Background: an optimization exercise with open tools, aiming at small area. Do not read the settings as production practice. In this exercise RTL edits were held to simulation tests only and were not proved equivalent to the original. Power figures rest on the tool's default switching activity, not on a simulated workload.

==> module finalproject, before the edit <==
module finalproject(clk,rst,keypad_row,keypad_col,dot_row,dot_col,seven_seg);
	input clk,rst;
	output [3:0] keypad_row;
	input [3:0] keypad_col;
	output [7:0] dot_row,dot_col;
	output [6:0] seven_seg;
	assign keypad_row = 4'b0000;
	function [3:0] dig(input [7:0] x);
		reg [7:0] p;
		begin
			p = x[6:3] * x[4:1];
			dig = {p[5], p[4], x[7], p[3]};
		end
	endfunction
	function [7:0] back(input [7:0] x);
		back = {x[0] ^ x[6] ^ x[5] ^ x[4], x[7:1]};
	endfunction
	reg [3:0] c10;		 
	reg [2:0] c5;		 
	reg [6:0] ph;		 
	reg [2:0] q;		 
	reg [7:0] r;
	reg [15:0] f;
	reg fp;			 
	wire scan = (c10 == 4'd4);
	wire upd = scan & (c5 == 3'd3);
	wire step = (c10 == 4'd9) & (c5 == 3'd5) & (ph == 7'd0);
	wire [3:0] d = dig(r);
	wire [3:0] x = dig(back(back(back(back(back(r))))));
	wire [7:0] y = {r[7], r[6], r[5], r[4], r[3], r[2], r[1], r[0]};
	wire ta = (y[0] & y[2] & ~y[3] & ~y[4] & y[6] & y[7]) | (y[1] & ~y[3] & y[4] & ~y[5] & ~y[6] & ~y[7]) | (~y[0] & y[1] & y[2] & ~y[3] & y[4] & y[5] & y[6]) | (~y[0] & y[2] & y[3] & y[4] & ~y[5] & ~y[6] & ~y[7]) | (y[1] & y[2] & y[3] & ~y[4] & ~y[5] & ~y[6] & y[7]) | (y[0] & y[1] & y[2] & ~y[3] & ~y[4] & y[6]) | (y[0] & ~y[1] & ~y[2] & ~y[3] & y[4] & ~y[5] & ~y[7]) | (~y[0] & y[1] & ~y[2] & y[4] & y[5] & y[6] & y[7]) | (y[0] & y[1] & ~y[2] & ~y[4] & y[5] & ~y[6] & ~y[7]) | (y[0] & y[1] & y[2] & ~y[4] & y[5] & y[6] & ~y[7]) | (y[0] & ~y[1] & ~y[2] & ~y[3] & y[5] & y[6] & ~y[7]) | (y[0] & y[1] & ~y[2] & ~y[3] & ~y[4] & ~y[5] & ~y[6]) | (~y[0] & ~y[1] & ~y[3] & ~y[4] & ~y[5] & ~y[6] & ~y[7]) | (~y[0] & ~y[1] & y[2] & y[3] & ~y[4] & y[5] & y[7]) | (~y[0] & y[1] & y[2] & y[3] & y[4] & ~y[6] & ~y[7]) | (y[0] & ~y[2] & ~y[3] & y[4] & y[5] & ~y[6] & y[7]) | (~y[0] & y[1] & y[2] & y[3] & ~y[4] & ~y[6] & y[7]) | (~y[0] & y[1] & y[2] & y[3] & ~y[4] & y[6] & ~y[7]) | (~y[0] & y[1] & ~y[2] & ~y[3] & ~y[4] & ~y[5] & y[6]) | (~y[0] & ~y[1] & ~y[2] & ~y[3] & ~y[4] & y[5] & y[6] & y[7]) | (y[0] & ~y[1] & y[2] & y[3] & ~y[4] & ~y[5] & ~y[6] & ~y[7]) | (~y[0] & ~y[1] & ~y[2] & y[3] & ~y[4] & ~y[5] & y[6] & ~y[7]);
	wire tb = (~y[0] & y[1] & y[2] & y[3] & ~y[4] & ~y[6] & y[7]) | (y[0] & ~y[2] & y[4] & ~y[5] & ~y[6] & ~y[7]) | (y[0] & y[1] & y[2] & ~y[3] & ~y[4] & y[6] & ~y[7]) | (~y[0] & ~y[1] & y[2] & y[3] & y[4] & ~y[5] & y[6]) | (y[0] & ~y[1] & ~y[2] & ~y[3] & y[4] & ~y[5] & ~y[7]) | (y[0] & y[1] & ~y[2] & ~y[4] & y[5] & ~y[6] & ~y[7]) | (y[0] & y[1] & ~y[2] & ~y[3] & ~y[4] & ~y[5] & ~y[6]) | (y[0] & ~y[2] & ~y[3] & y[4] & y[5] & ~y[6] & y[7]) | (~y[0] & y[1] & y[2] & y[3] & ~y[4] & y[6] & ~y[7]) | (~y[0] & y[1] & y[2] & ~y[3] & y[4] & y[5] & y[6] & ~y[7]) | (~y[0] & y[1] & y[2] & y[3] & y[4] & y[5] & ~y[6] & ~y[7]) | (y[0] & ~y[1] & y[2] & y[3] & ~y[4] & ~y[5] & ~y[6] & ~y[7]);
	wire ov_n = fp & ((r == 8'd8) | (r == 8'd28));
	wire ov_51 = fp & (r == 8'd35);
	wire ov_53 = fp & (r == 8'd113);
	wire hi = ov_51 | ov_53;
	wire t1 = ov_n | ov_51 | (~ov_53 & ta);
	wire t2 = ov_n | ov_53 | (~ov_51 & tb);
	wire clr = ~(t1 & t2) & ph[0] & (ph[2:1] == {t2, t1}) & (ph[6:3] == {1'b0, hi, hi, 1'b0});
	wire [15:0] sel = 16'd1 << d;
	wire [15:0] xs = 16'd1 << x;
	always @(posedge clk or negedge rst) begin
		if (~rst) begin
			c10 <= 4'd0;
			c5 <= 3'd0;
			ph <= 7'd50;
			q <= 3'd7;
			r <= 8'd1;
			f <= 16'd0;
			fp <= 1'b1;
		end else begin
			c10 <= (c10 == 4'd9) ? 4'd0 : c10 + 4'd1;
			if (scan) begin
				c5 <= (c5 == 3'd5) ? 3'd1 : c5 + 3'd1;
				q <= q + 3'd1;
			end
			if (upd) begin
				ph <= (ph == 7'd99) ? 7'd0 : ph + 7'd1;
				f <= (f & ~(xs & {16{clr}})) | (sel & ~f);
			end
			if (step) begin
				r <= {r[6:0], r[7] ^ r[5] ^ r[4] ^ r[3]};
				if (ov_53) fp <= 1'b0;
			end
		end
	end
	assign dot_row = (c5 != 3'd0) ? ~(8'h80 >> q) : 8'h00;
	wire [3:0] cg0 = {f[0], f[10], f[11], f[15]};
	wire [3:0] cg1 = {f[1], f[2], f[3], f[14]};
	wire [3:0] cg2 = {f[4], f[5], f[6], f[13]};
	wire [3:0] cg3 = {f[7], f[8], f[9], f[12]};
	wire [3:0] g = {cg0[q[2:1]], cg1[q[2:1]], cg2[q[2:1]], cg3[q[2:1]]};
	assign dot_col = {g[3], g[3], g[2], g[2], g[1], g[1], g[0], g[0]};
	reg [6:0] seg;
	always @(*) begin
		case (d)
		4'h0: seg = 7'b1000000;
		4'h1: seg = 7'b1111001;
		4'h2: seg = 7'b0100100;
		4'h3: seg = 7'b0110000;
		4'h4: seg = 7'b0011001;
		4'h5: seg = 7'b0010010;
		4'h6: seg = 7'b0000010;
		4'h7: seg = 7'b1111000;
		4'h8: seg = 7'b0000000;
		4'h9: seg = 7'b0010000;
		4'ha: seg = 7'b0001000;
		4'hb: seg = 7'b0000011;
		4'hc: seg = 7'b1000110;
		4'hd: seg = 7'b0100001;
		4'he: seg = 7'b0000110;
		default: seg = 7'b0001110;
		endcase
	end
	assign seven_seg = seg;
endmodule
==> flow/config.mk <==
export PLATFORM = sky130hd
export DESIGN_NAME = finalproject
export DESIGN_NICKNAME = finalproject
export VERILOG_FILES = /design/flow/design.v
export SDC_FILE = /design/flow/constraint.sdc
export NUM_CORES = 4
export LEC_CHECK = 0
export CAP_MARGIN = 20
export CORE_MARGIN = 2
export CORE_UTILIZATION = 40
export PLACE_DENSITY = 0.6
export SLEW_MARGIN = 20
==> flow/constraint.sdc <==
create_clock -name core_clock -period 10.0 [get_ports {clk}]
set_input_delay 2.0000 -clock core_clock [delete_from_list [all_inputs] [get_ports {clk}]]
set_output_delay 2.0000 -clock core_clock [all_outputs]
set_load 0.01 [all_outputs]
run.sh (not shown) runs the stock make flow with config.mk's settings and CLKGATE_MAP_FILE= SYNTH_SCRIPT=/design/flow/synth_recipe.tcl, a recipe that flattens the netlist after the stock synthesis.
Change:
==> flow/design.v (replaced) <==
module finalproject(clk,rst,keypad_row,keypad_col,dot_row,dot_col,seven_seg);
	input clk,rst;
	output [3:0] keypad_row;
	input [3:0] keypad_col;
	output [7:0] dot_row,dot_col;
	output [6:0] seven_seg;
	assign keypad_row = 4'b0000;
	function [3:0] dig(input [7:0] x);
		reg [7:0] p;
		begin
			p = x[6:3] * x[4:1];
			dig = {p[5], p[4], x[7], p[3]};
		end
	endfunction
	function [3:0] hole(input [3:0] d);
		case (d)
			4'hf: hole = 4'd0;  4'he: hole = 4'd1;  4'hd: hole = 4'd2;  4'hc: hole = 4'd3;
			4'hb: hole = 4'd4;  4'h3: hole = 4'd5;  4'h6: hole = 4'd6;  4'h9: hole = 4'd7;
			4'ha: hole = 4'd8;  4'h2: hole = 4'd9;  4'h5: hole = 4'd10; 4'h8: hole = 4'd11;
			4'h0: hole = 4'd12; 4'h1: hole = 4'd13; 4'h4: hole = 4'd14; default: hole = 4'd15;
		endcase
	endfunction
	function [7:0] back(input [7:0] x);
		back = {x[0] ^ x[6] ^ x[5] ^ x[4], x[7:1]};
	endfunction
	reg [3:0] c10;		 
	reg [2:0] c5;		 
	reg [6:0] ph;		 
	reg [2:0] q;		 
	reg started;
	reg [7:0] r;
	reg [15:0] f;
	reg [2:0] e0, e1, e2, e3, e4, e5;
	wire scan = (c10 == 4'd4);
	wire upd = scan & (c5 == 3'd3);
	wire step = (c10 == 4'd9) & (c5 == 3'd0) & (ph == 7'd0);
	wire [3:0] d = dig(r);
	wire [3:0] k = hole(d);
	wire [3:0] x = hole(dig(back(back(back(back(back(r)))))));
	wire clr = ~(e5[1] & e5[0]) & ph[0] & (ph[2:1] == e5[1:0]) & (ph[6:3] == {1'b0, e5[2], e5[2], 1'b0});
	wire setnow = ~f[k];
	always @(posedge clk or negedge rst) begin
		if (~rst) begin
			c10 <= 4'd0;
			c5 <= 3'd0;
			ph <= 7'd50;
			q <= 3'd7;
			started <= 1'b0;
			r <= 8'd1;
			f <= 16'd0;
			e0 <= 3'd3; e1 <= 3'd3; e2 <= 3'd3; e3 <= 3'd3; e4 <= 3'd3; e5 <= 3'd3;
		end else begin
			c10 <= (c10 == 4'd9) ? 4'd0 : c10 + 4'd1;
			if (scan) begin
				c5 <= (c5 == 3'd4) ? 3'd0 : c5 + 3'd1;
				q <= q + 3'd1;
				started <= 1'b1;
			end
			if (upd) begin
				ph <= (ph == 7'd99) ? 7'd0 : ph + 7'd1;
				if (setnow) e0 <= {ph[5], ph[2:1]};
			end
			if (step) begin
				r <= {r[6:0], r[7] ^ r[5] ^ r[4] ^ r[3]};
				e0 <= 3'd3; e1 <= e0; e2 <= e1; e3 <= e2; e4 <= e3; e5 <= e4;
			end
			if (upd) f <= (f & ~({15'd0, clr} << x)) | ({15'd0, setnow} << k);
		end
	end
	assign dot_row = started ? ~(8'h80 >> q) : 8'h00;
	wire [3:0] g = f >> {q[2:1], 2'b00};
	assign dot_col = {g[0], g[0], g[1], g[1], g[2], g[2], g[3], g[3]};
	reg [6:0] seg;
	always @(*) begin
		case (d)
		4'h0: seg = 7'b1000000;
		4'h1: seg = 7'b1111001;
		4'h2: seg = 7'b0100100;
		4'h3: seg = 7'b0110000;
		4'h4: seg = 7'b0011001;
		4'h5: seg = 7'b0010010;
		4'h6: seg = 7'b0000010;
		4'h7: seg = 7'b1111000;
		4'h8: seg = 7'b0000000;
		4'h9: seg = 7'b0010000;
		4'ha: seg = 7'b0001000;
		4'hb: seg = 7'b0000011;
		4'hc: seg = 7'b1000110;
		4'hd: seg = 7'b0100001;
		4'he: seg = 7'b0000110;
		default: seg = 7'b0001110;
		endcase
	end
	assign seven_seg = seg;
endmodule
Utilization goes up by 1.1 points.
Clock skew goes down by 3.7 ps.
Area after synthesis rose by 12%.
Sequential power rose by 43%.
Count of clock-buffer cells in the layout came out higher by 7.
Wire length increases by about 1.1%.

-- what the ideal ports hide --
Ports are ideal in the flow. The routed layouts listed here were re-timed in OpenROAD.
Step 1 (the two cells are an assumption about what drives the block):
set clk [get_ports {clk}]
set_driving_cell -lib_cell sky130_fd_sc_hd__clkbuf_16 $clk
set_driving_cell -lib_cell sky130_fd_sc_hd__buf_2 [delete_from_list [all_inputs] $clk]
Step 2 also shifts input and output timing later by t, the mid clock arrival at the registers, as if the neighbouring blocks saw the same clock.
Slacks: no drivers / after step 1 / after step 2; pairs: no drivers / after step 1.
| run | shift t [ns] | setup WS [ns] | hold slack, ns | worst slew at a driven data input, ns |
|---|---|---|---|---|
| the first run | 0.322 | 3.843 / 3.815 / 4.137 | 0.494 / 0.494 / 0.494 | 0.03 |
| the second run | 0.355 | 3.928 / 3.898 / 4.254 | 0.452 / 0.452 / 0.452 | 0.02 |
After both steps setup and hold are still met in every run listed.
